Source: an optimization exercise on an open RTL-to-GDS flow (aim: small area and a short achievable clock period). Production flows keep margins and buffers that such runs may drop. The RTL was checked by simulation tests, not by an equivalence proof against the original design. Power and IR drop assume default switching activity.

--- flow/flow/run.sh ---
#!/bin/bash
# Standard ORFS layout, with smaller port buffers and free cell resizing.
set -euo pipefail
bash standard.sh MATCH_CELL_FOOTPRINT=0 ABC_LOAD_IN_FF=1 "BUFFER_PORTS_ARGS=-buffer_cell sky130_fd_sc_hd__buf_1" finish > make_finish.log 2>&1
--- flow/standard.sh ---
#!/bin/bash
# synth_recipe.tcl (not shown) runs the flow's synth.tcl, then flattens the netlist and writes it again
# the make line also repeats each setting of config.mk as NAME=value (left out here)
make -C /OpenROAD-flow-scripts/flow DESIGN_CONFIG=/design/flow/config.mk WORK_HOME=/design/flow/orfs CLKGATE_MAP_FILE= SYNTH_SCRIPT=/design/flow/synth_recipe.tcl "${@:-finish}"
--- flow/config.mk ---
export PLATFORM = sky130hd
export DESIGN_NAME = ArithmaticUnit
export DESIGN_NICKNAME = ArithmaticUnit
export VERILOG_FILES = /design/flow/design.v
export SDC_FILE = /design/flow/constraint.sdc
export NUM_CORES = 4
export LEC_CHECK = 0
export CAP_MARGIN = 20
export CORE_MARGIN = 2
export CORE_UTILIZATION = 50
export SETUP_SLACK_MARGIN = 2.5
export SLEW_MARGIN = 20
export SYNTH_HIERARCHICAL = 1
export SYNTH_MINIMUM_KEEP_SIZE = 0
--- flow/constraint.sdc ---
create_clock -name core_clock -period 8.0 [get_ports {clock_i}]
set_input_delay 1.6000 -clock core_clock [delete_from_list [all_inputs] [get_ports {clock_i}]]
set_output_delay 1.6000 -clock core_clock [all_outputs]
set_load 0.01 [all_outputs]
--- flow/design.v ---
`timescale 1ns / 1ps
`default_nettype none
module ArithmaticUnit(
		input wire clock_i, isWb_i, enable_i,
		input wire [4:0] wbAddress_i,
		input wire [6:0] opCode_i,
		input wire [15:0] pOperand_i, sOperand_i,
		output reg wbEnable_o,
		output reg [4:0] wbAddress_o,
		output reg [15:0] wbData_o,
		output reg [1:0] statusWriteback_o  
    );
	wire [15:0] P = pOperand_i;
	wire [15:0] S = sOperand_i;
	wire mul = opCode_i[1] & opCode_i[0];
	wire sub = opCode_i[1] & ~opCode_i[0];
	wire as  = opCode_i[1] ^ opCode_i[0];
	wire [7:0] one, two, neg;
	assign one[0] = opCode_i[0] ? (~opCode_i[1] | P[0]) : opCode_i[1];
	assign two[0] = opCode_i[1] & opCode_i[0] & P[1] & ~P[0];
	assign neg[0] = opCode_i[1] & (~opCode_i[0] | P[1]);
	genvar k;
	generate for (k = 1; k < 8; k = k + 1) begin : enc
		assign one[k] = mul & (P[2*k] ^ P[2*k-1]);
		assign two[k] = mul & ((P[2*k+1] & ~P[2*k] & ~P[2*k-1]) | (~P[2*k+1] & P[2*k] & P[2*k-1]));
		assign neg[k] = mul & P[2*k+1];
	end endgenerate
	wire pp0_0_n; pa_nand2 u_pp0_0_n (.a(one[0]), .b(S[0]), .y(pp0_0_n));
	wire pp0_0; pa_xnor2 u_pp0_0 (.a(pp0_0_n), .b(neg[0]), .y(pp0_0));
	wire pp0_1_n; pa_aoi22 u_pp0_1_n (.a(one[0]), .b(S[1]), .c(two[0]), .d(S[0]), .y(pp0_1_n));
	wire pp0_1; pa_xnor2 u_pp0_1 (.a(pp0_1_n), .b(neg[0]), .y(pp0_1));
	wire pp0_2_n; pa_aoi22 u_pp0_2_n (.a(one[0]), .b(S[2]), .c(two[0]), .d(S[1]), .y(pp0_2_n));
	wire pp0_2; pa_xnor2 u_pp0_2 (.a(pp0_2_n), .b(neg[0]), .y(pp0_2));
	wire pp0_3_n; pa_aoi22 u_pp0_3_n (.a(one[0]), .b(S[3]), .c(two[0]), .d(S[2]), .y(pp0_3_n));
	wire pp0_3; pa_xnor2 u_pp0_3 (.a(pp0_3_n), .b(neg[0]), .y(pp0_3));
	wire pp0_4_n; pa_aoi22 u_pp0_4_n (.a(one[0]), .b(S[4]), .c(two[0]), .d(S[3]), .y(pp0_4_n));
	wire pp0_4; pa_xnor2 u_pp0_4 (.a(pp0_4_n), .b(neg[0]), .y(pp0_4));
	wire pp0_5_n; pa_aoi22 u_pp0_5_n (.a(one[0]), .b(S[5]), .c(two[0]), .d(S[4]), .y(pp0_5_n));
	wire pp0_5; pa_xnor2 u_pp0_5 (.a(pp0_5_n), .b(neg[0]), .y(pp0_5));
	wire pp0_6_n; pa_aoi22 u_pp0_6_n (.a(one[0]), .b(S[6]), .c(two[0]), .d(S[5]), .y(pp0_6_n));
	wire pp0_6; pa_xnor2 u_pp0_6 (.a(pp0_6_n), .b(neg[0]), .y(pp0_6));
	wire pp0_7_n; pa_aoi22 u_pp0_7_n (.a(one[0]), .b(S[7]), .c(two[0]), .d(S[6]), .y(pp0_7_n));
	wire pp0_7; pa_xnor2 u_pp0_7 (.a(pp0_7_n), .b(neg[0]), .y(pp0_7));
	wire pp0_8_n; pa_aoi22 u_pp0_8_n (.a(one[0]), .b(S[8]), .c(two[0]), .d(S[7]), .y(pp0_8_n));
	wire pp0_8; pa_xnor2 u_pp0_8 (.a(pp0_8_n), .b(neg[0]), .y(pp0_8));
	wire pp0_9_n; pa_aoi22 u_pp0_9_n (.a(one[0]), .b(S[9]), .c(two[0]), .d(S[8]), .y(pp0_9_n));
	wire pp0_9; pa_xnor2 u_pp0_9 (.a(pp0_9_n), .b(neg[0]), .y(pp0_9));
	wire pp0_10_n; pa_aoi22 u_pp0_10_n (.a(one[0]), .b(S[10]), .c(two[0]), .d(S[9]), .y(pp0_10_n));
	wire pp0_10; pa_xnor2 u_pp0_10 (.a(pp0_10_n), .b(neg[0]), .y(pp0_10));
	wire pp0_11_n; pa_aoi22 u_pp0_11_n (.a(one[0]), .b(S[11]), .c(two[0]), .d(S[10]), .y(pp0_11_n));
	wire pp0_11; pa_xnor2 u_pp0_11 (.a(pp0_11_n), .b(neg[0]), .y(pp0_11));
	wire pp0_12_n; pa_aoi22 u_pp0_12_n (.a(one[0]), .b(S[12]), .c(two[0]), .d(S[11]), .y(pp0_12_n));
	wire pp0_12; pa_xnor2 u_pp0_12 (.a(pp0_12_n), .b(neg[0]), .y(pp0_12));
	wire pp0_13_n; pa_aoi22 u_pp0_13_n (.a(one[0]), .b(S[13]), .c(two[0]), .d(S[12]), .y(pp0_13_n));
	wire pp0_13; pa_xnor2 u_pp0_13 (.a(pp0_13_n), .b(neg[0]), .y(pp0_13));
	wire pp0_14_n; pa_aoi22 u_pp0_14_n (.a(one[0]), .b(S[14]), .c(two[0]), .d(S[13]), .y(pp0_14_n));
	wire pp0_14; pa_xnor2 u_pp0_14 (.a(pp0_14_n), .b(neg[0]), .y(pp0_14));
	wire pp0_15_n; pa_aoi22 u_pp0_15_n (.a(one[0]), .b(S[15]), .c(two[0]), .d(S[14]), .y(pp0_15_n));
	wire pp0_15; pa_xnor2 u_pp0_15 (.a(pp0_15_n), .b(neg[0]), .y(pp0_15));
	wire ng0 = neg[0];
	wire pp1_2_n; pa_aoi22 u_pp1_2_n (.a(one[1]), .b(S[0]), .c(as), .d(P[2]), .y(pp1_2_n));
	wire pp1_2; pa_xnor2 u_pp1_2 (.a(pp1_2_n), .b(neg[1]), .y(pp1_2));
	wire pp1_3_n; pa_aoi222 u_pp1_3_n (.a(one[1]), .b(S[1]), .c(two[1]), .d(S[0]), .e(as), .f(P[3]), .y(pp1_3_n));
	wire pp1_3; pa_xnor2 u_pp1_3 (.a(pp1_3_n), .b(neg[1]), .y(pp1_3));
	wire pp1_4_n; pa_aoi222 u_pp1_4_n (.a(one[1]), .b(S[2]), .c(two[1]), .d(S[1]), .e(as), .f(P[4]), .y(pp1_4_n));
	wire pp1_4; pa_xnor2 u_pp1_4 (.a(pp1_4_n), .b(neg[1]), .y(pp1_4));
	wire pp1_5_n; pa_aoi222 u_pp1_5_n (.a(one[1]), .b(S[3]), .c(two[1]), .d(S[2]), .e(as), .f(P[5]), .y(pp1_5_n));
	wire pp1_5; pa_xnor2 u_pp1_5 (.a(pp1_5_n), .b(neg[1]), .y(pp1_5));
	wire pp1_6_n; pa_aoi222 u_pp1_6_n (.a(one[1]), .b(S[4]), .c(two[1]), .d(S[3]), .e(as), .f(P[6]), .y(pp1_6_n));
	wire pp1_6; pa_xnor2 u_pp1_6 (.a(pp1_6_n), .b(neg[1]), .y(pp1_6));
	wire pp1_7_n; pa_aoi222 u_pp1_7_n (.a(one[1]), .b(S[5]), .c(two[1]), .d(S[4]), .e(as), .f(P[7]), .y(pp1_7_n));
	wire pp1_7; pa_xnor2 u_pp1_7 (.a(pp1_7_n), .b(neg[1]), .y(pp1_7));
	wire pp1_8_n; pa_aoi222 u_pp1_8_n (.a(one[1]), .b(S[6]), .c(two[1]), .d(S[5]), .e(as), .f(P[8]), .y(pp1_8_n));
	wire pp1_8; pa_xnor2 u_pp1_8 (.a(pp1_8_n), .b(neg[1]), .y(pp1_8));
	wire pp1_9_n; pa_aoi222 u_pp1_9_n (.a(one[1]), .b(S[7]), .c(two[1]), .d(S[6]), .e(as), .f(P[9]), .y(pp1_9_n));
	wire pp1_9; pa_xnor2 u_pp1_9 (.a(pp1_9_n), .b(neg[1]), .y(pp1_9));
	wire pp1_10_n; pa_aoi222 u_pp1_10_n (.a(one[1]), .b(S[8]), .c(two[1]), .d(S[7]), .e(as), .f(P[10]), .y(pp1_10_n));
	wire pp1_10; pa_xnor2 u_pp1_10 (.a(pp1_10_n), .b(neg[1]), .y(pp1_10));
	wire pp1_11_n; pa_aoi222 u_pp1_11_n (.a(one[1]), .b(S[9]), .c(two[1]), .d(S[8]), .e(as), .f(P[11]), .y(pp1_11_n));
	wire pp1_11; pa_xnor2 u_pp1_11 (.a(pp1_11_n), .b(neg[1]), .y(pp1_11));
	wire pp1_12_n; pa_aoi222 u_pp1_12_n (.a(one[1]), .b(S[10]), .c(two[1]), .d(S[9]), .e(as), .f(P[12]), .y(pp1_12_n));
	wire pp1_12; pa_xnor2 u_pp1_12 (.a(pp1_12_n), .b(neg[1]), .y(pp1_12));
	wire pp1_13_n; pa_aoi222 u_pp1_13_n (.a(one[1]), .b(S[11]), .c(two[1]), .d(S[10]), .e(as), .f(P[13]), .y(pp1_13_n));
	wire pp1_13; pa_xnor2 u_pp1_13 (.a(pp1_13_n), .b(neg[1]), .y(pp1_13));
	wire pp1_14_n; pa_aoi222 u_pp1_14_n (.a(one[1]), .b(S[12]), .c(two[1]), .d(S[11]), .e(as), .f(P[14]), .y(pp1_14_n));
	wire pp1_14; pa_xnor2 u_pp1_14 (.a(pp1_14_n), .b(neg[1]), .y(pp1_14));
	wire pp1_15_n; pa_aoi222 u_pp1_15_n (.a(one[1]), .b(S[13]), .c(two[1]), .d(S[12]), .e(as), .f(P[15]), .y(pp1_15_n));
	wire pp1_15; pa_xnor2 u_pp1_15 (.a(pp1_15_n), .b(neg[1]), .y(pp1_15));
	wire ng1 = neg[1];
	wire pp2_4_n; pa_nand2 u_pp2_4_n (.a(one[2]), .b(S[0]), .y(pp2_4_n));
	wire pp2_4; pa_xnor2 u_pp2_4 (.a(pp2_4_n), .b(neg[2]), .y(pp2_4));
	wire pp2_5_n; pa_aoi22 u_pp2_5_n (.a(one[2]), .b(S[1]), .c(two[2]), .d(S[0]), .y(pp2_5_n));
	wire pp2_5; pa_xnor2 u_pp2_5 (.a(pp2_5_n), .b(neg[2]), .y(pp2_5));
	wire pp2_6_n; pa_aoi22 u_pp2_6_n (.a(one[2]), .b(S[2]), .c(two[2]), .d(S[1]), .y(pp2_6_n));
	wire pp2_6; pa_xnor2 u_pp2_6 (.a(pp2_6_n), .b(neg[2]), .y(pp2_6));
	wire pp2_7_n; pa_aoi22 u_pp2_7_n (.a(one[2]), .b(S[3]), .c(two[2]), .d(S[2]), .y(pp2_7_n));
	wire pp2_7; pa_xnor2 u_pp2_7 (.a(pp2_7_n), .b(neg[2]), .y(pp2_7));
	wire pp2_8_n; pa_aoi22 u_pp2_8_n (.a(one[2]), .b(S[4]), .c(two[2]), .d(S[3]), .y(pp2_8_n));
	wire pp2_8; pa_xnor2 u_pp2_8 (.a(pp2_8_n), .b(neg[2]), .y(pp2_8));
	wire pp2_9_n; pa_aoi22 u_pp2_9_n (.a(one[2]), .b(S[5]), .c(two[2]), .d(S[4]), .y(pp2_9_n));
	wire pp2_9; pa_xnor2 u_pp2_9 (.a(pp2_9_n), .b(neg[2]), .y(pp2_9));
	wire pp2_10_n; pa_aoi22 u_pp2_10_n (.a(one[2]), .b(S[6]), .c(two[2]), .d(S[5]), .y(pp2_10_n));
	wire pp2_10; pa_xnor2 u_pp2_10 (.a(pp2_10_n), .b(neg[2]), .y(pp2_10));
	wire pp2_11_n; pa_aoi22 u_pp2_11_n (.a(one[2]), .b(S[7]), .c(two[2]), .d(S[6]), .y(pp2_11_n));
	wire pp2_11; pa_xnor2 u_pp2_11 (.a(pp2_11_n), .b(neg[2]), .y(pp2_11));
	wire pp2_12_n; pa_aoi22 u_pp2_12_n (.a(one[2]), .b(S[8]), .c(two[2]), .d(S[7]), .y(pp2_12_n));
	wire pp2_12; pa_xnor2 u_pp2_12 (.a(pp2_12_n), .b(neg[2]), .y(pp2_12));
	wire pp2_13_n; pa_aoi22 u_pp2_13_n (.a(one[2]), .b(S[9]), .c(two[2]), .d(S[8]), .y(pp2_13_n));
	wire pp2_13; pa_xnor2 u_pp2_13 (.a(pp2_13_n), .b(neg[2]), .y(pp2_13));
	wire pp2_14_n; pa_aoi22 u_pp2_14_n (.a(one[2]), .b(S[10]), .c(two[2]), .d(S[9]), .y(pp2_14_n));
	wire pp2_14; pa_xnor2 u_pp2_14 (.a(pp2_14_n), .b(neg[2]), .y(pp2_14));
	wire pp2_15_n; pa_aoi22 u_pp2_15_n (.a(one[2]), .b(S[11]), .c(two[2]), .d(S[10]), .y(pp2_15_n));
	wire pp2_15; pa_xnor2 u_pp2_15 (.a(pp2_15_n), .b(neg[2]), .y(pp2_15));
	wire ng2 = neg[2];
	wire pp3_6_n; pa_nand2 u_pp3_6_n (.a(one[3]), .b(S[0]), .y(pp3_6_n));
	wire pp3_6; pa_xnor2 u_pp3_6 (.a(pp3_6_n), .b(neg[3]), .y(pp3_6));
	wire pp3_7_n; pa_aoi22 u_pp3_7_n (.a(one[3]), .b(S[1]), .c(two[3]), .d(S[0]), .y(pp3_7_n));
	wire pp3_7; pa_xnor2 u_pp3_7 (.a(pp3_7_n), .b(neg[3]), .y(pp3_7));
	wire pp3_8_n; pa_aoi22 u_pp3_8_n (.a(one[3]), .b(S[2]), .c(two[3]), .d(S[1]), .y(pp3_8_n));
	wire pp3_8; pa_xnor2 u_pp3_8 (.a(pp3_8_n), .b(neg[3]), .y(pp3_8));
	wire pp3_9_n; pa_aoi22 u_pp3_9_n (.a(one[3]), .b(S[3]), .c(two[3]), .d(S[2]), .y(pp3_9_n));
	wire pp3_9; pa_xnor2 u_pp3_9 (.a(pp3_9_n), .b(neg[3]), .y(pp3_9));
	wire pp3_10_n; pa_aoi22 u_pp3_10_n (.a(one[3]), .b(S[4]), .c(two[3]), .d(S[3]), .y(pp3_10_n));
	wire pp3_10; pa_xnor2 u_pp3_10 (.a(pp3_10_n), .b(neg[3]), .y(pp3_10));
	wire pp3_11_n; pa_aoi22 u_pp3_11_n (.a(one[3]), .b(S[5]), .c(two[3]), .d(S[4]), .y(pp3_11_n));
	wire pp3_11; pa_xnor2 u_pp3_11 (.a(pp3_11_n), .b(neg[3]), .y(pp3_11));
	wire pp3_12_n; pa_aoi22 u_pp3_12_n (.a(one[3]), .b(S[6]), .c(two[3]), .d(S[5]), .y(pp3_12_n));
	wire pp3_12; pa_xnor2 u_pp3_12 (.a(pp3_12_n), .b(neg[3]), .y(pp3_12));
	wire pp3_13_n; pa_aoi22 u_pp3_13_n (.a(one[3]), .b(S[7]), .c(two[3]), .d(S[6]), .y(pp3_13_n));
	wire pp3_13; pa_xnor2 u_pp3_13 (.a(pp3_13_n), .b(neg[3]), .y(pp3_13));
	wire pp3_14_n; pa_aoi22 u_pp3_14_n (.a(one[3]), .b(S[8]), .c(two[3]), .d(S[7]), .y(pp3_14_n));
	wire pp3_14; pa_xnor2 u_pp3_14 (.a(pp3_14_n), .b(neg[3]), .y(pp3_14));
	wire pp3_15_n; pa_aoi22 u_pp3_15_n (.a(one[3]), .b(S[9]), .c(two[3]), .d(S[8]), .y(pp3_15_n));
	wire pp3_15; pa_xnor2 u_pp3_15 (.a(pp3_15_n), .b(neg[3]), .y(pp3_15));
	wire ng3 = neg[3];
	wire pp4_8_n; pa_nand2 u_pp4_8_n (.a(one[4]), .b(S[0]), .y(pp4_8_n));
	wire pp4_8; pa_xnor2 u_pp4_8 (.a(pp4_8_n), .b(neg[4]), .y(pp4_8));
	wire pp4_9_n; pa_aoi22 u_pp4_9_n (.a(one[4]), .b(S[1]), .c(two[4]), .d(S[0]), .y(pp4_9_n));
	wire pp4_9; pa_xnor2 u_pp4_9 (.a(pp4_9_n), .b(neg[4]), .y(pp4_9));
	wire pp4_10_n; pa_aoi22 u_pp4_10_n (.a(one[4]), .b(S[2]), .c(two[4]), .d(S[1]), .y(pp4_10_n));
	wire pp4_10; pa_xnor2 u_pp4_10 (.a(pp4_10_n), .b(neg[4]), .y(pp4_10));
	wire pp4_11_n; pa_aoi22 u_pp4_11_n (.a(one[4]), .b(S[3]), .c(two[4]), .d(S[2]), .y(pp4_11_n));
	wire pp4_11; pa_xnor2 u_pp4_11 (.a(pp4_11_n), .b(neg[4]), .y(pp4_11));
	wire pp4_12_n; pa_aoi22 u_pp4_12_n (.a(one[4]), .b(S[4]), .c(two[4]), .d(S[3]), .y(pp4_12_n));
	wire pp4_12; pa_xnor2 u_pp4_12 (.a(pp4_12_n), .b(neg[4]), .y(pp4_12));
	wire pp4_13_n; pa_aoi22 u_pp4_13_n (.a(one[4]), .b(S[5]), .c(two[4]), .d(S[4]), .y(pp4_13_n));
	wire pp4_13; pa_xnor2 u_pp4_13 (.a(pp4_13_n), .b(neg[4]), .y(pp4_13));
	wire pp4_14_n; pa_aoi22 u_pp4_14_n (.a(one[4]), .b(S[6]), .c(two[4]), .d(S[5]), .y(pp4_14_n));
	wire pp4_14; pa_xnor2 u_pp4_14 (.a(pp4_14_n), .b(neg[4]), .y(pp4_14));
	wire pp4_15_n; pa_aoi22 u_pp4_15_n (.a(one[4]), .b(S[7]), .c(two[4]), .d(S[6]), .y(pp4_15_n));
	wire pp4_15; pa_xnor2 u_pp4_15 (.a(pp4_15_n), .b(neg[4]), .y(pp4_15));
	wire ng4 = neg[4];
	wire pp5_10_n; pa_nand2 u_pp5_10_n (.a(one[5]), .b(S[0]), .y(pp5_10_n));
	wire pp5_10; pa_xnor2 u_pp5_10 (.a(pp5_10_n), .b(neg[5]), .y(pp5_10));
	wire pp5_11_n; pa_aoi22 u_pp5_11_n (.a(one[5]), .b(S[1]), .c(two[5]), .d(S[0]), .y(pp5_11_n));
	wire pp5_11; pa_xnor2 u_pp5_11 (.a(pp5_11_n), .b(neg[5]), .y(pp5_11));
	wire pp5_12_n; pa_aoi22 u_pp5_12_n (.a(one[5]), .b(S[2]), .c(two[5]), .d(S[1]), .y(pp5_12_n));
	wire pp5_12; pa_xnor2 u_pp5_12 (.a(pp5_12_n), .b(neg[5]), .y(pp5_12));
	wire pp5_13_n; pa_aoi22 u_pp5_13_n (.a(one[5]), .b(S[3]), .c(two[5]), .d(S[2]), .y(pp5_13_n));
	wire pp5_13; pa_xnor2 u_pp5_13 (.a(pp5_13_n), .b(neg[5]), .y(pp5_13));
	wire pp5_14_n; pa_aoi22 u_pp5_14_n (.a(one[5]), .b(S[4]), .c(two[5]), .d(S[3]), .y(pp5_14_n));
	wire pp5_14; pa_xnor2 u_pp5_14 (.a(pp5_14_n), .b(neg[5]), .y(pp5_14));
	wire pp5_15_n; pa_aoi22 u_pp5_15_n (.a(one[5]), .b(S[5]), .c(two[5]), .d(S[4]), .y(pp5_15_n));
	wire pp5_15; pa_xnor2 u_pp5_15 (.a(pp5_15_n), .b(neg[5]), .y(pp5_15));
	wire ng5 = neg[5];
	wire pp6_12_n; pa_nand2 u_pp6_12_n (.a(one[6]), .b(S[0]), .y(pp6_12_n));
	wire pp6_12; pa_xnor2 u_pp6_12 (.a(pp6_12_n), .b(neg[6]), .y(pp6_12));
	wire pp6_13_n; pa_aoi22 u_pp6_13_n (.a(one[6]), .b(S[1]), .c(two[6]), .d(S[0]), .y(pp6_13_n));
	wire pp6_13; pa_xnor2 u_pp6_13 (.a(pp6_13_n), .b(neg[6]), .y(pp6_13));
	wire pp6_14_n; pa_aoi22 u_pp6_14_n (.a(one[6]), .b(S[2]), .c(two[6]), .d(S[1]), .y(pp6_14_n));
	wire pp6_14; pa_xnor2 u_pp6_14 (.a(pp6_14_n), .b(neg[6]), .y(pp6_14));
	wire pp6_15_n; pa_aoi22 u_pp6_15_n (.a(one[6]), .b(S[3]), .c(two[6]), .d(S[2]), .y(pp6_15_n));
	wire pp6_15; pa_xnor2 u_pp6_15 (.a(pp6_15_n), .b(neg[6]), .y(pp6_15));
	wire ng6 = neg[6];
	wire pp7_14_n; pa_nand2 u_pp7_14_n (.a(one[7]), .b(S[0]), .y(pp7_14_n));
	wire pp7_14; pa_xnor2 u_pp7_14 (.a(pp7_14_n), .b(neg[7]), .y(pp7_14));
	wire pp7_15_n; pa_aoi22 u_pp7_15_n (.a(one[7]), .b(S[1]), .c(two[7]), .d(S[0]), .y(pp7_15_n));
	wire pp7_15; pa_xnor2 u_pp7_15 (.a(pp7_15_n), .b(neg[7]), .y(pp7_15));
	wire ng7 = neg[7];
	wire xp0 = as & P[0];
	wire xp1 = as & P[1];
	wire hs0, hc0; pa_xor2 u_hs0 (.a(ng5), .b(pp2_10), .y(hs0)); pa_and2 u_hc0 (.a(ng5), .b(pp2_10), .y(hc0));
	wire hs1, hc1; pa_xor2 u_hs1 (.a(pp2_11), .b(pp3_11), .y(hs1)); pa_and2 u_hc1 (.a(pp2_11), .b(pp3_11), .y(hc1));
	wire hs2, hc2; pa_xor2 u_hs2 (.a(ng6), .b(pp2_12), .y(hs2)); pa_and2 u_hc2 (.a(ng6), .b(pp2_12), .y(hc2));
	wire fs0_x, fs0, fc0; pa_xor2 u_fs0_x (.a(pp3_12), .b(pp4_12), .y(fs0_x)); pa_xor2 u_fs0 (.a(fs0_x), .b(pp5_12), .y(fs0)); pa_maj3 u_fc0 (.a(pp3_12), .b(pp4_12), .c(pp5_12), .y(fc0));
	wire hs3, hc3; pa_xor2 u_hs3 (.a(pp2_13), .b(pp3_13), .y(hs3)); pa_and2 u_hc3 (.a(pp2_13), .b(pp3_13), .y(hc3));
	wire fs1_x, fs1, fc1; pa_xor2 u_fs1_x (.a(pp4_13), .b(pp5_13), .y(fs1_x)); pa_xor2 u_fs1 (.a(fs1_x), .b(pp6_13), .y(fs1)); pa_maj3 u_fc1 (.a(pp4_13), .b(pp5_13), .c(pp6_13), .y(fc1));
	wire hs4, hc4; pa_xor2 u_hs4 (.a(ng7), .b(pp2_14), .y(hs4)); pa_and2 u_hc4 (.a(ng7), .b(pp2_14), .y(hc4));
	wire fs2_x, fs2, fc2; pa_xor2 u_fs2_x (.a(pp3_14), .b(pp4_14), .y(fs2_x)); pa_xor2 u_fs2 (.a(fs2_x), .b(pp0_14), .y(fs2)); pa_maj3 u_fc2 (.a(pp3_14), .b(pp4_14), .c(pp0_14), .y(fc2));
	wire fs3_x, fs3, fc3; pa_xor2 u_fs3_x (.a(pp5_14), .b(pp6_14), .y(fs3_x)); pa_xor2 u_fs3 (.a(fs3_x), .b(pp7_14), .y(fs3)); pa_maj3 u_fc3 (.a(pp5_14), .b(pp6_14), .c(pp7_14), .y(fc3));
	wire hs5, hc5; pa_xor2 u_hs5 (.a(pp2_15), .b(pp3_15), .y(hs5)); pa_and2 u_hc5 (.a(pp2_15), .b(pp3_15), .y(hc5));
	wire fs4_x, fs4, fc4; pa_xor2 u_fs4_x (.a(pp4_15), .b(pp5_15), .y(fs4_x)); pa_xor2 u_fs4 (.a(fs4_x), .b(pp1_15), .y(fs4)); pa_maj3 u_fc4 (.a(pp4_15), .b(pp5_15), .c(pp1_15), .y(fc4));
	wire fs5_x, fs5, fc5; pa_xor2 u_fs5_x (.a(pp6_15), .b(pp7_15), .y(fs5_x)); pa_xor2 u_fs5 (.a(fs5_x), .b(pp0_15), .y(fs5)); pa_maj3 u_fc5 (.a(pp6_15), .b(pp7_15), .c(pp0_15), .y(fc5));
	wire hs6, hc6; pa_xor2 u_hs6 (.a(ng3), .b(pp2_6), .y(hs6)); pa_and2 u_hc6 (.a(ng3), .b(pp2_6), .y(hc6));
	wire hs7, hc7; pa_xor2 u_hs7 (.a(pp2_7), .b(pp3_7), .y(hs7)); pa_and2 u_hc7 (.a(pp2_7), .b(pp3_7), .y(hc7));
	wire hs8, hc8; pa_xor2 u_hs8 (.a(ng4), .b(pp2_8), .y(hs8)); pa_and2 u_hc8 (.a(ng4), .b(pp2_8), .y(hc8));
	wire fs6_x, fs6, fc6; pa_xor2 u_fs6_x (.a(pp3_8), .b(pp4_8), .y(fs6_x)); pa_xor2 u_fs6 (.a(fs6_x), .b(pp0_8), .y(fs6)); pa_maj3 u_fc6 (.a(pp3_8), .b(pp4_8), .c(pp0_8), .y(fc6));
	wire hs9, hc9; pa_xor2 u_hs9 (.a(pp2_9), .b(pp3_9), .y(hs9)); pa_and2 u_hc9 (.a(pp2_9), .b(pp3_9), .y(hc9));
	wire fs7_x, fs7, fc7; pa_xor2 u_fs7_x (.a(pp4_9), .b(pp0_9), .y(fs7_x)); pa_xor2 u_fs7 (.a(fs7_x), .b(pp1_9), .y(fs7)); pa_maj3 u_fc7 (.a(pp4_9), .b(pp0_9), .c(pp1_9), .y(fc7));
	wire fs8_x, fs8, fc8; pa_xor2 u_fs8_x (.a(pp3_10), .b(pp4_10), .y(fs8_x)); pa_xor2 u_fs8 (.a(fs8_x), .b(hs0), .y(fs8)); pa_maj3 u_fc8 (.a(pp3_10), .b(pp4_10), .c(hs0), .y(fc8));
	wire fs9_x, fs9, fc9; pa_xor2 u_fs9_x (.a(pp5_10), .b(pp0_10), .y(fs9_x)); pa_xor2 u_fs9 (.a(fs9_x), .b(pp1_10), .y(fs9)); pa_maj3 u_fc9 (.a(pp5_10), .b(pp0_10), .c(pp1_10), .y(fc9));
	wire fs10_x, fs10, fc10; pa_xor2 u_fs10_x (.a(pp4_11), .b(pp5_11), .y(fs10_x)); pa_xor2 u_fs10 (.a(fs10_x), .b(hs1), .y(fs10)); pa_maj3 u_fc10 (.a(pp4_11), .b(pp5_11), .c(hs1), .y(fc10));
	wire fs11_x, fs11, fc11; pa_xor2 u_fs11_x (.a(pp0_11), .b(pp1_11), .y(fs11_x)); pa_xor2 u_fs11 (.a(fs11_x), .b(hc0), .y(fs11)); pa_maj3 u_fc11 (.a(pp0_11), .b(pp1_11), .c(hc0), .y(fc11));
	wire fs12_x, fs12, fc12; pa_xor2 u_fs12_x (.a(pp6_12), .b(pp0_12), .y(fs12_x)); pa_xor2 u_fs12 (.a(fs12_x), .b(fs0), .y(fs12)); pa_maj3 u_fc12 (.a(pp6_12), .b(pp0_12), .c(fs0), .y(fc12));
	wire fs13_x, fs13, fc13; pa_xor2 u_fs13_x (.a(pp1_12), .b(hc1), .y(fs13_x)); pa_xor2 u_fs13 (.a(fs13_x), .b(hs2), .y(fs13)); pa_maj3 u_fc13 (.a(pp1_12), .b(hc1), .c(hs2), .y(fc13));
	wire fs14_x, fs14, fc14; pa_xor2 u_fs14_x (.a(pp0_13), .b(pp1_13), .y(fs14_x)); pa_xor2 u_fs14 (.a(fs14_x), .b(fs1), .y(fs14)); pa_maj3 u_fc14 (.a(pp0_13), .b(pp1_13), .c(fs1), .y(fc14));
	wire fs15_x, fs15, fc15; pa_xor2 u_fs15_x (.a(hc2), .b(hs3), .y(fs15_x)); pa_xor2 u_fs15 (.a(fs15_x), .b(fc0), .y(fs15)); pa_maj3 u_fc15 (.a(hc2), .b(hs3), .c(fc0), .y(fc15));
	wire fs16_x, fs16, fc16; pa_xor2 u_fs16_x (.a(pp1_14), .b(hc3), .y(fs16_x)); pa_xor2 u_fs16 (.a(fs16_x), .b(fs3), .y(fs16)); pa_maj3 u_fc16 (.a(pp1_14), .b(hc3), .c(fs3), .y(fc16));
	wire fs17_x, fs17, fc17; pa_xor2 u_fs17_x (.a(hs4), .b(fc1), .y(fs17_x)); pa_xor2 u_fs17 (.a(fs17_x), .b(fs2), .y(fs17)); pa_maj3 u_fc17 (.a(hs4), .b(fc1), .c(fs2), .y(fc17));
	wire fs18_x, fs18, fc18; pa_xor2 u_fs18_x (.a(hc4), .b(hs5), .y(fs18_x)); pa_xor2 u_fs18 (.a(fs18_x), .b(fc2), .y(fs18)); pa_maj3 u_fc18 (.a(hc4), .b(hs5), .c(fc2), .y(fc18));
	wire fs19_x, fs19, fc19; pa_xor2 u_fs19_x (.a(fc3), .b(fs4), .y(fs19_x)); pa_xor2 u_fs19 (.a(fs19_x), .b(fs5), .y(fs19)); pa_maj3 u_fc19 (.a(fc3), .b(fs4), .c(fs5), .y(fc19));
	wire hs10, hc10; pa_xor2 u_hs10 (.a(ng2), .b(pp2_4), .y(hs10)); pa_and2 u_hc10 (.a(ng2), .b(pp2_4), .y(hc10));
	wire hs11, hc11; pa_xor2 u_hs11 (.a(pp2_5), .b(pp0_5), .y(hs11)); pa_and2 u_hc11 (.a(pp2_5), .b(pp0_5), .y(hc11));
	wire fs20_x, fs20, fc20; pa_xor2 u_fs20_x (.a(pp3_6), .b(pp0_6), .y(fs20_x)); pa_xor2 u_fs20 (.a(fs20_x), .b(pp1_6), .y(fs20)); pa_maj3 u_fc20 (.a(pp3_6), .b(pp0_6), .c(pp1_6), .y(fc20));
	wire fs21_x, fs21, fc21; pa_xor2 u_fs21_x (.a(pp0_7), .b(pp1_7), .y(fs21_x)); pa_xor2 u_fs21 (.a(fs21_x), .b(hc6), .y(fs21)); pa_maj3 u_fc21 (.a(pp0_7), .b(pp1_7), .c(hc6), .y(fc21));
	wire fs22_x, fs22, fc22; pa_xor2 u_fs22_x (.a(pp1_8), .b(hc7), .y(fs22_x)); pa_xor2 u_fs22 (.a(fs22_x), .b(hs8), .y(fs22)); pa_maj3 u_fc22 (.a(pp1_8), .b(hc7), .c(hs8), .y(fc22));
	wire fs23_x, fs23, fc23; pa_xor2 u_fs23_x (.a(hc8), .b(hs9), .y(fs23_x)); pa_xor2 u_fs23 (.a(fs23_x), .b(fc6), .y(fs23)); pa_maj3 u_fc23 (.a(hc8), .b(hs9), .c(fc6), .y(fc23));
	wire fs24_x, fs24, fc24; pa_xor2 u_fs24_x (.a(hc9), .b(fc7), .y(fs24_x)); pa_xor2 u_fs24 (.a(fs24_x), .b(fs8), .y(fs24)); pa_maj3 u_fc24 (.a(hc9), .b(fc7), .c(fs8), .y(fc24));
	wire fs25_x, fs25, fc25; pa_xor2 u_fs25_x (.a(fc9), .b(fs10), .y(fs25_x)); pa_xor2 u_fs25 (.a(fs25_x), .b(fs11), .y(fs25)); pa_maj3 u_fc25 (.a(fc9), .b(fs10), .c(fs11), .y(fc25));
	wire fs26_x, fs26, fc26; pa_xor2 u_fs26_x (.a(fc11), .b(fc10), .y(fs26_x)); pa_xor2 u_fs26 (.a(fs26_x), .b(fs13), .y(fs26)); pa_maj3 u_fc26 (.a(fc11), .b(fc10), .c(fs13), .y(fc26));
	wire fs27_x, fs27, fc27; pa_xor2 u_fs27_x (.a(fc13), .b(fs14), .y(fs27_x)); pa_xor2 u_fs27 (.a(fs27_x), .b(fs15), .y(fs27)); pa_maj3 u_fc27 (.a(fc13), .b(fs14), .c(fs15), .y(fc27));
	wire fs28_x, fs28, fc28; pa_xor2 u_fs28_x (.a(fs16), .b(fc15), .y(fs28_x)); pa_xor2 u_fs28 (.a(fs28_x), .b(fc14), .y(fs28)); pa_maj3 u_fc28 (.a(fs16), .b(fc15), .c(fc14), .y(fc28));
	wire fs29_x, fs29, fc29; pa_xor2 u_fs29_x (.a(fs18), .b(fc16), .y(fs29_x)); pa_xor2 u_fs29 (.a(fs29_x), .b(fc17), .y(fs29)); pa_maj3 u_fc29 (.a(fs18), .b(fc16), .c(fc17), .y(fc29));
	wire hs12, hc12; pa_xor2 u_hs12 (.a(xp0), .b(ng0), .y(hs12)); pa_and2 u_hc12 (.a(xp0), .b(ng0), .y(hc12));
	wire hs13, hc13; pa_xor2 u_hs13 (.a(xp1), .b(pp0_1), .y(hs13)); pa_and2 u_hc13 (.a(xp1), .b(pp0_1), .y(hc13));
	wire fs30_x, fs30, fc30; pa_xor2 u_fs30_x (.a(ng1), .b(pp0_2), .y(fs30_x)); pa_xor2 u_fs30 (.a(fs30_x), .b(pp1_2), .y(fs30)); pa_maj3 u_fc30 (.a(ng1), .b(pp0_2), .c(pp1_2), .y(fc30));
	wire hs14, hc14; pa_xor2 u_hs14 (.a(pp0_3), .b(pp1_3), .y(hs14)); pa_and2 u_hc14 (.a(pp0_3), .b(pp1_3), .y(hc14));
	wire fs31_x, fs31, fc31; pa_xor2 u_fs31_x (.a(pp0_4), .b(pp1_4), .y(fs31_x)); pa_xor2 u_fs31 (.a(fs31_x), .b(hs10), .y(fs31)); pa_maj3 u_fc31 (.a(pp0_4), .b(pp1_4), .c(hs10), .y(fc31));
	wire fs32_x, fs32, fc32; pa_xor2 u_fs32_x (.a(pp1_5), .b(hc10), .y(fs32_x)); pa_xor2 u_fs32 (.a(fs32_x), .b(hs11), .y(fs32)); pa_maj3 u_fc32 (.a(pp1_5), .b(hc10), .c(hs11), .y(fc32));
	wire fs33_x, fs33, fc33; pa_xor2 u_fs33_x (.a(hs6), .b(hc11), .y(fs33_x)); pa_xor2 u_fs33 (.a(fs33_x), .b(fs20), .y(fs33)); pa_maj3 u_fc33 (.a(hs6), .b(hc11), .c(fs20), .y(fc33));
	wire fs34_x, fs34, fc34; pa_xor2 u_fs34_x (.a(hs7), .b(fc20), .y(fs34_x)); pa_xor2 u_fs34 (.a(fs34_x), .b(fs21), .y(fs34)); pa_maj3 u_fc34 (.a(hs7), .b(fc20), .c(fs21), .y(fc34));
	wire fs35_x, fs35, fc35; pa_xor2 u_fs35_x (.a(fs6), .b(fc21), .y(fs35_x)); pa_xor2 u_fs35 (.a(fs35_x), .b(fs22), .y(fs35)); pa_maj3 u_fc35 (.a(fs6), .b(fc21), .c(fs22), .y(fc35));
	wire fs36_x, fs36, fc36; pa_xor2 u_fs36_x (.a(fs7), .b(fc22), .y(fs36_x)); pa_xor2 u_fs36 (.a(fs36_x), .b(fs23), .y(fs36)); pa_maj3 u_fc36 (.a(fs7), .b(fc22), .c(fs23), .y(fc36));
	wire fs37_x, fs37, fc37; pa_xor2 u_fs37_x (.a(fs9), .b(fc23), .y(fs37_x)); pa_xor2 u_fs37 (.a(fs37_x), .b(fs24), .y(fs37)); pa_maj3 u_fc37 (.a(fs9), .b(fc23), .c(fs24), .y(fc37));
	wire fs38_x, fs38, fc38; pa_xor2 u_fs38_x (.a(fc8), .b(fc24), .y(fs38_x)); pa_xor2 u_fs38 (.a(fs38_x), .b(fs25), .y(fs38)); pa_maj3 u_fc38 (.a(fc8), .b(fc24), .c(fs25), .y(fc38));
	wire fs39_x, fs39, fc39; pa_xor2 u_fs39_x (.a(fs12), .b(fc25), .y(fs39_x)); pa_xor2 u_fs39 (.a(fs39_x), .b(fs26), .y(fs39)); pa_maj3 u_fc39 (.a(fs12), .b(fc25), .c(fs26), .y(fc39));
	wire fs40_x, fs40, fc40; pa_xor2 u_fs40_x (.a(fc12), .b(fc26), .y(fs40_x)); pa_xor2 u_fs40 (.a(fs40_x), .b(fs27), .y(fs40)); pa_maj3 u_fc40 (.a(fc12), .b(fc26), .c(fs27), .y(fc40));
	wire fs41_x, fs41, fc41; pa_xor2 u_fs41_x (.a(fs17), .b(fc27), .y(fs41_x)); pa_xor2 u_fs41 (.a(fs41_x), .b(fs28), .y(fs41)); pa_maj3 u_fc41 (.a(fs17), .b(fc27), .c(fs28), .y(fc41));
	wire fs42_x, fs42, fc42; pa_xor2 u_fs42_x (.a(fs19), .b(fc28), .y(fs42_x)); pa_xor2 u_fs42 (.a(fs42_x), .b(fs29), .y(fs42)); pa_maj3 u_fc42 (.a(fs19), .b(fc28), .c(fs29), .y(fc42));
	wire [15:0] ra = {fc41, fc40, fc39, fc38, fc37, fc36, fc35, fc34, fc33, fc32, fc31, hc14, fc30, hc13, hc12, hs12};
	wire [15:0] rb = {fs42, fs41, fs40, fs39, fs38, fs37, fs36, fs35, fs34, fs33, fs32, fs31, hs14, fs30, hs13, pp0_0};
	wire [15:0] g0, p0;
	pa_xor2 u_p0_0 (.a(ra[0]), .b(rb[0]), .y(p0[0])); pa_and2 u_g0_0 (.a(ra[0]), .b(rb[0]), .y(g0[0]));
	pa_xor2 u_p0_1 (.a(ra[1]), .b(rb[1]), .y(p0[1])); pa_and2 u_g0_1 (.a(ra[1]), .b(rb[1]), .y(g0[1]));
	pa_xor2 u_p0_2 (.a(ra[2]), .b(rb[2]), .y(p0[2])); pa_and2 u_g0_2 (.a(ra[2]), .b(rb[2]), .y(g0[2]));
	pa_xor2 u_p0_3 (.a(ra[3]), .b(rb[3]), .y(p0[3])); pa_and2 u_g0_3 (.a(ra[3]), .b(rb[3]), .y(g0[3]));
	pa_xor2 u_p0_4 (.a(ra[4]), .b(rb[4]), .y(p0[4])); pa_and2 u_g0_4 (.a(ra[4]), .b(rb[4]), .y(g0[4]));
	pa_xor2 u_p0_5 (.a(ra[5]), .b(rb[5]), .y(p0[5])); pa_and2 u_g0_5 (.a(ra[5]), .b(rb[5]), .y(g0[5]));
	pa_xor2 u_p0_6 (.a(ra[6]), .b(rb[6]), .y(p0[6])); pa_and2 u_g0_6 (.a(ra[6]), .b(rb[6]), .y(g0[6]));
	pa_xor2 u_p0_7 (.a(ra[7]), .b(rb[7]), .y(p0[7])); pa_and2 u_g0_7 (.a(ra[7]), .b(rb[7]), .y(g0[7]));
	pa_xor2 u_p0_8 (.a(ra[8]), .b(rb[8]), .y(p0[8])); pa_and2 u_g0_8 (.a(ra[8]), .b(rb[8]), .y(g0[8]));
	pa_xor2 u_p0_9 (.a(ra[9]), .b(rb[9]), .y(p0[9])); pa_and2 u_g0_9 (.a(ra[9]), .b(rb[9]), .y(g0[9]));
	pa_xor2 u_p0_10 (.a(ra[10]), .b(rb[10]), .y(p0[10])); pa_and2 u_g0_10 (.a(ra[10]), .b(rb[10]), .y(g0[10]));
	pa_xor2 u_p0_11 (.a(ra[11]), .b(rb[11]), .y(p0[11])); pa_and2 u_g0_11 (.a(ra[11]), .b(rb[11]), .y(g0[11]));
	pa_xor2 u_p0_12 (.a(ra[12]), .b(rb[12]), .y(p0[12])); pa_and2 u_g0_12 (.a(ra[12]), .b(rb[12]), .y(g0[12]));
	pa_xor2 u_p0_13 (.a(ra[13]), .b(rb[13]), .y(p0[13])); pa_and2 u_g0_13 (.a(ra[13]), .b(rb[13]), .y(g0[13]));
	pa_xor2 u_p0_14 (.a(ra[14]), .b(rb[14]), .y(p0[14])); pa_and2 u_g0_14 (.a(ra[14]), .b(rb[14]), .y(g0[14]));
	pa_xor2 u_p0_15 (.a(ra[15]), .b(rb[15]), .y(p0[15])); pa_and2 u_g0_15 (.a(ra[15]), .b(rb[15]), .y(g0[15]));
	wire g1_1 = g0[1] | (p0[1] & g0[0]);
	wire g1_3 = g0[3] | (p0[3] & g0[2]);
	wire p1_3 = p0[3] & p0[2];
	wire g1_5 = g0[5] | (p0[5] & g0[4]);
	wire p1_5 = p0[5] & p0[4];
	wire g1_7 = g0[7] | (p0[7] & g0[6]);
	wire p1_7 = p0[7] & p0[6];
	wire g1_9 = g0[9] | (p0[9] & g0[8]);
	wire p1_9 = p0[9] & p0[8];
	wire g1_11 = g0[11] | (p0[11] & g0[10]);
	wire p1_11 = p0[11] & p0[10];
	wire g1_13 = g0[13] | (p0[13] & g0[12]);
	wire p1_13 = p0[13] & p0[12];
	wire g1_15 = g0[15] | (p0[15] & g0[14]);
	wire p1_15 = p0[15] & p0[14];
	wire g2_2 = g0[2] | (p0[2] & g1_1);
	wire g2_3 = g1_3 | (p1_3 & g1_1);
	wire g2_6 = g0[6] | (p0[6] & g1_5);
	wire p2_6 = p0[6] & p1_5;
	wire g2_7 = g1_7 | (p1_7 & g1_5);
	wire p2_7 = p1_7 & p1_5;
	wire g2_10 = g0[10] | (p0[10] & g1_9);
	wire p2_10 = p0[10] & p1_9;
	wire g2_11 = g1_11 | (p1_11 & g1_9);
	wire p2_11 = p1_11 & p1_9;
	wire g2_14 = g0[14] | (p0[14] & g1_13);
	wire p2_14 = p0[14] & p1_13;
	wire g2_15 = g1_15 | (p1_15 & g1_13);
	wire p2_15 = p1_15 & p1_13;
	wire g3_4 = g0[4] | (p0[4] & g2_3);
	wire g3_5 = g1_5 | (p1_5 & g2_3);
	wire g3_6 = g2_6 | (p2_6 & g2_3);
	wire g3_7 = g2_7 | (p2_7 & g2_3);
	wire g3_12 = g0[12] | (p0[12] & g2_11);
	wire p3_12 = p0[12] & p2_11;
	wire g3_13 = g1_13 | (p1_13 & g2_11);
	wire p3_13 = p1_13 & p2_11;
	wire g3_14 = g2_14 | (p2_14 & g2_11);
	wire p3_14 = p2_14 & p2_11;
	wire g3_15 = g2_15 | (p2_15 & g2_11);
	wire p3_15 = p2_15 & p2_11;
	wire g4_8 = g0[8] | (p0[8] & g3_7);
	wire g4_9 = g1_9 | (p1_9 & g3_7);
	wire g4_10 = g2_10 | (p2_10 & g3_7);
	wire g4_11 = g2_11 | (p2_11 & g3_7);
	wire g4_12 = g3_12 | (p3_12 & g3_7);
	wire g4_13 = g3_13 | (p3_13 & g3_7);
	wire g4_14 = g3_14 | (p3_14 & g3_7);
	wire g4_15 = g3_15 | (p3_15 & g3_7);
	wire [16:0] sum;
	assign sum[0] = p0[0];
	pa_xor2 u_sum_1 (.a(p0[1]), .b(g0[0]), .y(sum[1]));
	pa_xor2 u_sum_2 (.a(p0[2]), .b(g1_1), .y(sum[2]));
	pa_xor2 u_sum_3 (.a(p0[3]), .b(g2_2), .y(sum[3]));
	pa_xor2 u_sum_4 (.a(p0[4]), .b(g2_3), .y(sum[4]));
	pa_xor2 u_sum_5 (.a(p0[5]), .b(g3_4), .y(sum[5]));
	pa_xor2 u_sum_6 (.a(p0[6]), .b(g3_5), .y(sum[6]));
	pa_xor2 u_sum_7 (.a(p0[7]), .b(g3_6), .y(sum[7]));
	pa_xor2 u_sum_8 (.a(p0[8]), .b(g3_7), .y(sum[8]));
	pa_xor2 u_sum_9 (.a(p0[9]), .b(g4_8), .y(sum[9]));
	pa_xor2 u_sum_10 (.a(p0[10]), .b(g4_9), .y(sum[10]));
	pa_xor2 u_sum_11 (.a(p0[11]), .b(g4_10), .y(sum[11]));
	pa_xor2 u_sum_12 (.a(p0[12]), .b(g4_11), .y(sum[12]));
	pa_xor2 u_sum_13 (.a(p0[13]), .b(g4_12), .y(sum[13]));
	pa_xor2 u_sum_14 (.a(p0[14]), .b(g4_13), .y(sum[14]));
	pa_xor2 u_sum_15 (.a(p0[15]), .b(g4_14), .y(sum[15]));
	assign sum[16] = g4_15;
	wire cout = sum[16] | hc5 | fc4 | fc5 | fc18 | fc19 | fc29 | fc42;
	wire arith = ~|opCode_i[6:2];
	always @(posedge clock_i)
	begin
		if (enable_i)
		begin
			wbEnable_o <= isWb_i & |opCode_i;
			wbAddress_o <= wbAddress_i;
			if (arith) wbData_o <= sum[15:0];
			if (arith & as) statusWriteback_o <= {~opCode_i[1] & cout, opCode_i[1] & ~cout};
		end
	end
endmodule
module pa_aoi22(input wire a, b, c, d, output wire y);
	assign y = ~((a & b) | (c & d));
endmodule
module pa_aoi222(input wire a, b, c, d, e, f, output wire y);
	assign y = ~((a & b) | (c & d) | (e & f));
endmodule
module pa_nand2(input wire a, b, output wire y);
	assign y = ~(a & b);
endmodule
module pa_xnor2(input wire a, b, output wire y);
	assign y = ~(a ^ b);
endmodule
module pa_xor2(input wire a, b, output wire y);
	assign y = a ^ b;
endmodule
module pa_and2(input wire a, b, output wire y);
	assign y = a & b;
endmodule
module pa_maj3(input wire a, b, c, output wire y);
	assign y = (a & b) | (a & c) | (b & c);
endmodule
module pa_fa(input wire a, b, c, output wire s, co);
	assign s = a ^ b ^ c;
	assign co = (a & b) | (a & c) | (b & c);
endmodule
module pa_ha(input wire a, b, output wire s, co);
	assign s = a ^ b;
	assign co = a & b;
endmodule
==> results of run 1 <==
[sequential cells by signal (all words and copies together) (netlist names)]
signal,count
wbData_o,16
statusWriteback_o,2
wbAddress_o,5
wbEnable_o,1
[Yosys stat by module, one instance, submodules excluded]
| module | copies in the design | cells inside | cell area, µm² |
|---|---|---|---|
| pa_nand2 | 7 | 1 | 3.75 |
| ArithmaticUnit | 1 | 138 | 1400 |
| pa_maj3 | 43 | 1 | 11.3 |
| pa_xor2 | 132 | 1 | 8.76 |
| pa_aoi222 | 13 | 1 | 10.0 |
| pa_aoi22 | 52 | 1 | 7.51 |
| pa_xnor2 | 72 | 1 | 8.76 |
| pa_and2 | 31 | 1 | 6.26 |
[cell type report]
| cell class | instances | area, µm² |
|---|---|---|
| flip-flops and latches | 24 | 721 |
| repair buffers | 73 | 287 |
| well taps | 108 | 135 |
| clock inverters | 1 | 30.0 |
| multi-input cells | 458 | 3740 |
| inverters | 4 | 15.0 |
| clock buffers | 3 | 41.3 |
| fillers | 849 | 3670 |
[cells in the final DEF, fill, tap and decap left out, types with 2 or more instances in the layout]
cell type / n
xor2_1: 136
xnor2_1: 72
buf_1: 69
a22oi_1: 52
maj3_2: 43
and2_0: 40
nand2_1: 26
edfxtp_1: 24
a222oi_1: 13
and2_2: 12
nor2_1: 11
a21o_1: 10
o21ai_0: 9
a21oi_1: 7
inv_1: 4
and2_1: 4
xor2_2: 3
clkbuf_8: 3
buf_4: 3
o21a_1: 2
and3_1: 2
nor4_1: 2
ha_4: 2
[worst paths after layout]
check	start	endpoint	slack, ns	cells past startpoint
worst min-delay path	wbAddress_i[4]	wbAddress_o[4]	1.49	1
worst max-delay path	opCode_i[1]	wbData_o[14]	2.78	16
[cell families (layout without fill, tap and decap cells)]
| logic type | after synthesis | in the layout | share of synthesized area |
|---|---|---|---|
| AND/OR/NAND/NOR | 102 | 102 | 0.123 |
| AO/OA/AOI/OAI | 100 | 100 | 0.175 |
| adder cells (fa/ha/maj) | 45 | 45 | 0.115 |
| buffers and inverters | 6 | 81 | 0.00510 |
| flip-flops | 24 | 24 | 0.163 |
| XOR/XNOR | 211 | 211 | 0.419 |
[timing repair]
action                     in CTS  in global routing
resized for setup              14                 22
cloned                          0                  0
setup endpoints to repair       6                  6
pin swaps                       0                  3
[power by group through the flow]
| stage | clock network, mW | logic (mW) | registers [mW] |
|---|---|---|---|
| floorplan | 0 | 0.684 | 0.200 |
| global placement | 0 | 0.809 | 0.196 |
| detailed placement | 0 | 0.830 | 0.196 |
| CTS | 0.114 | 0.834 | 0.193 |
| global route | 0.117 | 0.935 | 0.194 |
| finish | 0.110 | 0.843 | 0.193 |
[per-stage QoR]
step                cells  utilization  total power [mW]
finish                671        0.575              1.15
global route          671        0.575              1.25
CTS                   671        0.568              1.14
detailed placement    667        0.559              1.03
global placement      667        0.559              1.01
floorplan             488            -             0.883
[layer usage]
| metal | track usage | vias up | part of all wire | routed length (µm) |
|---|---|---|---|---|
| met5 | 0 | - | 0 | 0 |
| met4 | 0.0823 | 0 | 0.031 | 343 |
| met3 | 0.0165 | 29 | 0.055 | 603 |
| met2 | 0.393 | 138 | 0.47 | 5120 |
| met1 | 0.286 | 1845 | 0.45 | 4940 |
| li1 | - | 1903 | - | - |
==> metrics.cfg, run 1 <==
[synth]
synth-edff-count = 24
yosys.area.top_type = xor2_1
synth_seq_cells = 24
synth_seq_area_share = 0.163
synth_top_area_frac = 0.276
yosys-top-cells-count = xor2_1, xnor2_1, and2_0, a22oi_1, maj3_2
yosys.cell_count.top_type = xor2_1
ys_warn_count = 7
synthDistinctLibCells = 28
dominantRegCellSynth = edfxtp_1
syn_avg_cell_area_um2 = 9.05
synth_area_um2 = 4420
postSynthCellCount = 488
synthArstFlopShare = 0
synth_area_leaders = xor2_1, edfxtp_1, xnor2_1
syn_nets = 537

[clocking]
cts_setup_buffers = 0
cts_hold_buf = 0
cts_tree = done
clockRootBuffer = clkbuf_8
htree_levels = 1
clockBufferDepth = 2
cts.clk_slew.worst_paths_ns = 0.10
cts_buffers = 3
cts.sinks = 24

[setup_path]
worst_setup_path_end_kind = register
crit_path_start_kind = input port
cp.buffers_inverters = 2
crit_fanout = 17
critPathMaxStageDelay_ns = 0.38
path_cells = buf_1, inv_1, ha_4, a222oi_1, xnor2_1, maj3_2, maj3_2, xor2_1, xor2_1, xor2_2, a21oi_1, o21ai_1, a21o_1, a21o_1, a21o_1, xor2_1
path_class = input port to register
critPathArrivalTime_ns = 5.25
cpLargestDelayFamily = compound AO/OA/AOI/OAI gates
cpMaxStageDelayCell = a222oi_1
cp.required_ns = 8.02

[global_route]
grt_max_degree = 23
antenna_found_initial = 0
grt_util_all_layers = 0.223
overflow = 0
grt_first_pass_wirelength_um = 17600
grt_pass1_vias = 3760

[finish]
layout.nets = 613
syn_to_final_growth_pct = 12.5
drive_gt1_frac = 0.126
antennaDiodeCount = 0
final_cell_area_um2 = 4970

[route]
avgRoutedWirePerCell_um = 16.4
vias = 3915
firstDrtPassIters = 6
drc = 0
final_antenna_net_count = 0
vias_per_cell = 5.83
routed_wirelength_um = 11000
drt_iter0_drc = 237

[sta]
worst_pin_slew_ns = 0.815
timing.final.crit_share = 0.653
setup_viol = 0
slew_headroom = 0.456
setup_tns_ns = 0
hold_viol_final = 0
max_freq_mhz = 192
finalCriticalPeriod_ns = 5.22
holdWs_ns = 1.49
rsz0062_at_grt = true
slew_viol_final = 0
worst_slack_ns = 2.78

[power_and_ir_drop]
pwr-share-seq = 0.169
power_density_nw_per_um2 = 231
internal_power_mw = 0.620
power.leakage_nw = 1.98
switchingPower_mw = 0.527
pwr-share-clk = 0.096
ir_drop_uv = 107
pwr-share-comb = 0.735
p_sw_frac = 0.459

[hold_path]
min_path_type = input port to register

[floorplan]
fp-row-count = 34
start_util = 0.511
die_area_um2 = 9600
ioPinCount = 71
die_w_um = 98.0
core_um2 = 8640
die_h_um = 98.0

[status]
outcome = finished clean

[place]
dp_slack_ns = 1.71
postPlaceCellArea_um2 = 4830
gp_congestion = 0.890
hpwlAfterDp_um = 8750
io_buffers = 70

[job]
drv_cap = 0

==> run 2: changes to the inputs <==
--- a/flow/config.mk
+++ b/flow/config.mk
@@ -10,2 +10,3 @@
 export CORE_UTILIZATION = 50
+export GPL_TIMING_DRIVEN = 0
 export SETUP_SLACK_MARGIN = 2.5
==> run 2 against run 1 <==
  * Still clean
  * Clock power barely moved
  * Sequential power about the same
  * Sequential share of layout area is 0.16 points lower
  * Global-route usage down 0.060 points
  * First-iteration DRC count up 3.4%
  * Final cell count increased by 0.45%
  * Via count fell by 0.36%
  * Area after synthesis unchanged
  * Non-clock buffer count rose by 3
  * Worst hold slack lost 0.0035 ns
  * Core utilization is 0.62 points higher
  * Routed wire length decreased by 1.7%
  * Largest power group unchanged
==> metrics.cfg, run 2 <==
[route]
vias = 3901  ; -0.36%
firstDrtPassIters = 6  ; unchanged
routed_wirelength_um = 10800  ; -1.7%
drc = 0  ; unchanged
vias_per_cell = 5.79  ; -0.80%
drt_iter0_drc = 245  ; +3.4%
final_antenna_net_count = 0  ; unchanged
avgRoutedWirePerCell_um = 16.1  ; -2.1%

[synth]
synth_area_leaders = xor2_1, edfxtp_1, xnor2_1
syn_avg_cell_area_um2 = 9.05  ; unchanged
dominantRegCellSynth = edfxtp_1
synth_xor_area_frac = 0.419  ; unchanged
synth-edff-count = 24  ; unchanged
synthDistinctLibCells = 28  ; unchanged
syn_nets = 537  ; unchanged
ys_warn_count = 7  ; unchanged
yosys.cell_count.top_type = xor2_1
postSynthCellCount = 488  ; unchanged
synth_top_family_by_area = XOR/XNOR gates
synthAdderAreaFrac = 0.115  ; unchanged
yosys.area.top_type = xor2_1
synth-simple-area-share = 0.123  ; unchanged
synth_compound_area_frac = 0.175  ; unchanged
synth_seq_area_share = 0.163  ; unchanged
synthArstFlopShare = 0  ; unchanged
synth_seq_cells = 24  ; unchanged
synth_mux_area_frac = 0  ; unchanged
synth_top_area_frac = 0.276  ; unchanged
synth_area_um2 = 4420  ; unchanged
yosys-top-cells-count = xor2_1, xnor2_1, and2_0, a22oi_1, maj3_2

[floorplan]
die_area_um2 = 9600  ; unchanged
start_util = 0.511  ; unchanged
core_um2 = 8640  ; unchanged
die_w_um = 98.0  ; unchanged
fp-row-count = 34  ; unchanged
ioPinCount = 71  ; unchanged
die_h_um = 98.0  ; unchanged

[finish]
top_register = wbData_o
syn_to_final_growth_pct = 13.7
layout.nets = 616  ; +0.49%
largest_reg_flops = 16  ; unchanged
most-common-layout-cells = xor2_1, xnor2_1, buf_1, a22oi_1, maj3_2
final_cell_area_um2 = 5020  ; +1.1%
largestRegisters = wbData_o x16, wbAddress_o x5, statusWriteback_o x2
drive_gt1_frac = 0.145  ; +0.0188
final_common_cell = xor2_1
finish.utilization = 0.581  ; +0.00623
antennaDiodeCount = 0  ; unchanged
fin_cells = 674  ; +0.45%

[power_and_ir_drop]
power.total_mw = 1.17  ; +1.8%
ir_drop_uv = 117  ; +10%
internal_power_mw = 0.627  ; +1.2%
p_sw_frac = 0.463  ; +0.00327
power.leakage_nw = 2.00  ; +1.1%
power_density_nw_per_um2 = 233  ; +0.72%
pwr-share-clk = 0.094  ; -0.002
pwr-share-seq = 0.165  ; -0.004
pwr-share-comb = 0.740  ; +0.005
switchingPower_mw = 0.540  ; +2.5%

[global_route]
grt_util_all_layers = 0.223  ; -0.000597
antenna_found_initial = 0  ; unchanged
overflow = 0  ; unchanged
grt_first_pass_wirelength_um = 17600  ; -0.43%
grt_max_degree = 19  ; -17%
grt_pass1_vias = 3694  ; -1.8%

[status]
outcome = finished clean

[place]
postPlaceCellArea_um2 = 4820  ; -0.23%
dp_cells = 666  ; -0.15%
hpwlAfterDp_um = 8270  ; -5.5%
io_buffers = 70  ; unchanged
dp_slack_ns = 1.54  ; -0.176 ns
gp_congestion = 0.873  ; -2.0%

[clocking]
cts_hold_buf = 0  ; unchanged
cts.sinks = 24  ; unchanged
clockBufferDepth = 2  ; unchanged
cts.clk_slew.worst_paths_ns = 0.10  ; about the same
cts_buffers = 3  ; unchanged
htree_levels = 1  ; unchanged
cts_tree = done
clockRootBuffer = clkbuf_8

[setup_path]
cpMaxStageDelayCell = ha_2
critPathArrivalTime_ns = 5.33  ; +0.08 ns
critPathMaxStageDelay_ns = 0.46  ; +0.08 ns
worst_setup_path_end_kind = register
path_cells = buf_1, inv_1, ha_2, a222oi_1, xnor2_1, maj3_2, maj3_2, xor2_1, xor2_1, xor2_2, a21oi_1, o21ai_1, a21o_1, a21o_1, a21o_1, xor2_1
crit_fanout = 17  ; unchanged
path_class = input port to register
crit_path_start_kind = input port
cp.required_ns = 8.02  ; about the same

[sta]
max_freq_mhz = 188  ; -1.6%
slew_headroom = 0.456  ; -0.000760
finalCriticalPeriod_ns = 5.31  ; +0.0844 ns
rsz0062_at_grt = false
slew_viol_final = 0  ; unchanged
worst_pin_slew_ns = 0.817  ; +0.00114 ns
holdWs_ns = 1.49  ; -0.00352 ns
hold_viol_final = 0  ; unchanged
setup_viol = 0  ; unchanged
timing.final.crit_share = 0.663  ; +0.0106
worst_slack_ns = 2.69  ; -0.0844 ns
setup_tns_ns = 0  ; unchanged

[job]
drv_cap = 0  ; unchanged

[hold_path]
min_path_type = input port to register

[run 2: cell counts after synthesis]
No cell type changed its count.
[run 2: logic make-up (layout without fill, tap and decap cells)]
kind of cell               after synthesis  after routing
AOI/OAI and AO/OA                      100            100
buffers and inverters                    6             84
and+or+nand+nor                        102            102
xor gates and xnor gates               211            211
adders and majority gates               45             45
DFF                                     24             24
[run 2: final timing paths]
| path | depth (start not counted) | start | slack [ns] | endpoint |
|---|---|---|---|---|
| worst max-delay path | 16 | opCode_i[1] | 2.69 | wbData_o[14] |
| worst min-delay path | 1 | wbAddress_i[4] | 1.49 | wbAddress_o[4] |
[run 2: area by class of cell]
class	count	area, µm²
Buffer	2	15.0
Timing Repair Buffer	74	293
Tap cell	108	135
Clock buffer	3	41.3
Fill cell	811	3620
Clock inverter	1	30.0
Inverter	4	15.0
Multi-Input combinational cell	458	3770
Sequential cell	24	721
[run 2: power by group through the flow]
stage	Sequential [mW]	Clock, mW	Combinational [mW]
after floorplan	0.200	0	0.684
after global placement	0.196	0	0.816
after detailed placement	0.196	0	0.835
after CTS	0.193	0.114	0.847
after global routing	0.194	0.119	0.961
final	0.193	0.110	0.865
[run 2: routing by layer]
layer,vias to the layer above,part of all wire,GRT usage
met5,-,0,0
met1,1840,0.46,0.297
li1,1902,-,-
met4,0,0.018,0.0630
met2,142,0.46,0.386
met3,17,0.058,0.0172
[run 2: timing repair]
item                                    4_1_cts  5_1_grt
endpoints found under the setup margin        8        7
pin swaps                                     0        9
gates resized for setup                      25       31
setup buffers                                 0        4
[run 2: worst max-delay path, delay by kind of cell]
kind,cells,cell delay (ns)
AO/OA/AOI/OAI,6,1.29
XOR/XNOR,5,0.93
adder cells (fa/ha/maj),3,1.17
buffers and inverters,2,0.33
[run 2: per-module statistics from Yosys (local to each module, per instance)]
module / area [µm²] / flops+latches / cells inside
pa_maj3: 11.3 / 0 / 1
pa_xnor2: 8.76 / 0 / 1
pa_aoi22: 7.51 / 0 / 1
pa_and2: 6.26 / 0 / 1
pa_nand2: 3.75 / 0 / 1
pa_aoi222: 10.0 / 0 / 1
pa_xor2: 8.76 / 0 / 1
ArithmaticUnit: 1400 / 24 / 138
==> run 3: changes to the inputs <==
--- a/flow/config.mk
+++ b/flow/config.mk
@@ -9,4 +9,3 @@
 export CORE_MARGIN = 2
-export CORE_UTILIZATION = 50
-export GPL_TIMING_DRIVEN = 0
+export CORE_UTILIZATION = 60
 export SETUP_SLACK_MARGIN = 2.5
==> run 3 against run 2 <==
  * Non-clock buffer count unchanged
  * Die area decreased by 16%
  * Power down 0.46%
  * Clock power about the same
  * First-iteration DRC count grew 24%
  * Final cell count is 1.3% lower
  * Worst hold slack barely moved
  * Synthesized cell count stayed put
  * Cell area decreased by 0.57%
  * Sequential power about the same
  * Routed wire length grew 1.1%
  * Critical endpoint unchanged
  * Largest cell class unchanged
  * Largest power group unchanged
==> metrics.cfg, run 3 <==
[status]
outcome = finished clean

[place]
gp_congestion = 0.918  ; +5.1%
dp_slack_ns = 1.76  ; +0.224 ns
hpwlAfterDp_um = 8530  ; +3.1%

[setup_path]
worst_setup_path_end_kind = register
crit_fanout = 22  ; +5
path_class = input port to register

[sta]
timing.final.crit_share = 0.652  ; -0.0115
hold_viol_final = 0  ; unchanged
worst_slack_ns = 2.79  ; +0.0924 ns
setup_viol = 0  ; unchanged
worst_pin_slew_ns = 0.868  ; +0.0510 ns
finalCriticalPeriod_ns = 5.21  ; -0.0924 ns
max_freq_mhz = 192  ; +1.8%
rsz0062_at_grt = false

[synth]
synth_top_area_frac = 0.276  ; unchanged
postSynthCellCount = 488  ; unchanged
synth_area_um2 = 4420  ; unchanged
synth_area_leaders = xor2_1, edfxtp_1, xnor2_1
synthDistinctLibCells = 28  ; unchanged
synth-edff-count = 24  ; unchanged
syn_nets = 537  ; unchanged
yosys.area.top_type = xor2_1
syn_avg_cell_area_um2 = 9.05  ; unchanged
dominantRegCellSynth = edfxtp_1

[finish]
drive_gt1_frac = 0.143  ; -0.00177
most-common-layout-cells = xor2_1, xnor2_1, buf_1, a22oi_1, maj3_2
fin_cells = 665  ; -1.3%
ff_latch_area_um2 = 721  ; unchanged
finish.utilization = 0.696  ; +0.114
largest_reg_flops = 16  ; unchanged
largestRegisters = wbData_o x16, wbAddress_o x5, statusWriteback_o x2
layout.nets = 616  ; unchanged
final_common_cell = xor2_1
fill_cells = 592  ; -27%

[clocking]
cts_buffers = 3  ; unchanged
cts_tree = done
clockRootBuffer = clkbuf_8
cts.clk_slew.worst_paths_ns = 0.10  ; about the same

[power_and_ir_drop]
power_density_nw_per_um2 = 233  ; +0.11%
ir_drop_uv = 105  ; -10%

[floorplan]
start_util = 0.615  ; +0.104
ioPinCount = 71  ; unchanged
die_h_um = 89.8  ; -8.4%

[global_route]
overflow = 0  ; unchanged
grt_max_degree = 23  ; +4

[route]
avgRoutedWirePerCell_um = 16.5  ; +2.5%
drt_iter0_drc = 303  ; +24%

[hold_path]
min_path_type = input port to register

run 3: cell type report:
| cell class | count | share of cell area |
|---|---|---|
| clock buffers | 3 | 0.00827 |
| clock inverters | 1 | 0.00602 |
| inverters | 4 | 0.00301 |
| multi-input cells | 458 | 0.751 |
| flip-flops and latches | 24 | 0.144 |
| well taps | 99 | 0.0248 |
| repair buffers | 76 | 0.0627 |
run 3: timing repair:
action | CTS | global route
resized for setup | 16 | 31
hold buffers | 0 | 0
setup endpoints to repair | 7 | 7
pin swaps | 0 | 8
buffers inserted | 0 | 3
run 3: metal layers:
metal / wire, µm / GRT usage / vias to the layer above
met5: 0 / 0 / -
met4: 177 / 0.0731 / 0
met3: 793 / 0.0335 / 22
met2: 5400 / 0.475 / 148
met1: 4580 / 0.334 / 1845
li1: - / - / 1897
run 3: kinds of logic (layout without fill, tap and decap cells):
group	count (synthesis)	after routing	synth area share
flip-flops	24	24	0.163
AO/OA/AOI/OAI	100	100	0.175
adder cells (fa/ha/maj)	45	45	0.115
AND/OR/NAND/NOR	102	102	0.123
XOR/XNOR	211	211	0.419
buffers and inverters	6	84	0.00510
run 3: path summary, 6_finish.rpt:
kind	end	slack (ns)	start	cells after the start
worst max-delay path	wbData_o[14]	2.79	opCode_i[1]	18
worst min-delay path	wbAddress_o[0]	1.49	wbAddress_i[0]	1
run 3: report_power, final:
part           switching, mW  leakage [nW]  internal [mW]
clock                 0.0399        0.0357         0.0669
sequential           0.00127         0.219          0.192
combinational          0.497          1.75          0.365
run 3: per-module statistics from Yosys, one instance, submodules excluded:
module,flip-flops and latches,times used
pa_xnor2,0,72
pa_maj3,0,43
pa_aoi222,0,13
ArithmaticUnit,24,1
pa_xor2,0,132
pa_and2,0,31
pa_aoi22,0,52
pa_nand2,0,7
run 3: worst max-delay path, stage by stage:
cell and delay (ns):
buf_1 0.20, ha_4 0.28, nand2_1 0.09, nor2_2 0.19, buf_4 0.23, a22oi_1 0.10
xnor2_1 0.19, maj3_2 0.36, maj3_2 0.34, xor2_1 0.18, xor2_1 0.26, xor2_2 0.15
a21oi_1 0.16, o21ai_1 0.13, a21o_1 0.21, a21o_1 0.20, a21o_1 0.19, xor2_1 0.15

Re-timed with assumed drivers on the ports (clkbuf_16 on the clock, buf_2 on other inputs), run 3 has 2.797 ns of setup slack against 2.787 ns with ideal ports, and 2.502 ns once port delays also move by the mid clock arrival of 0.295 ns.
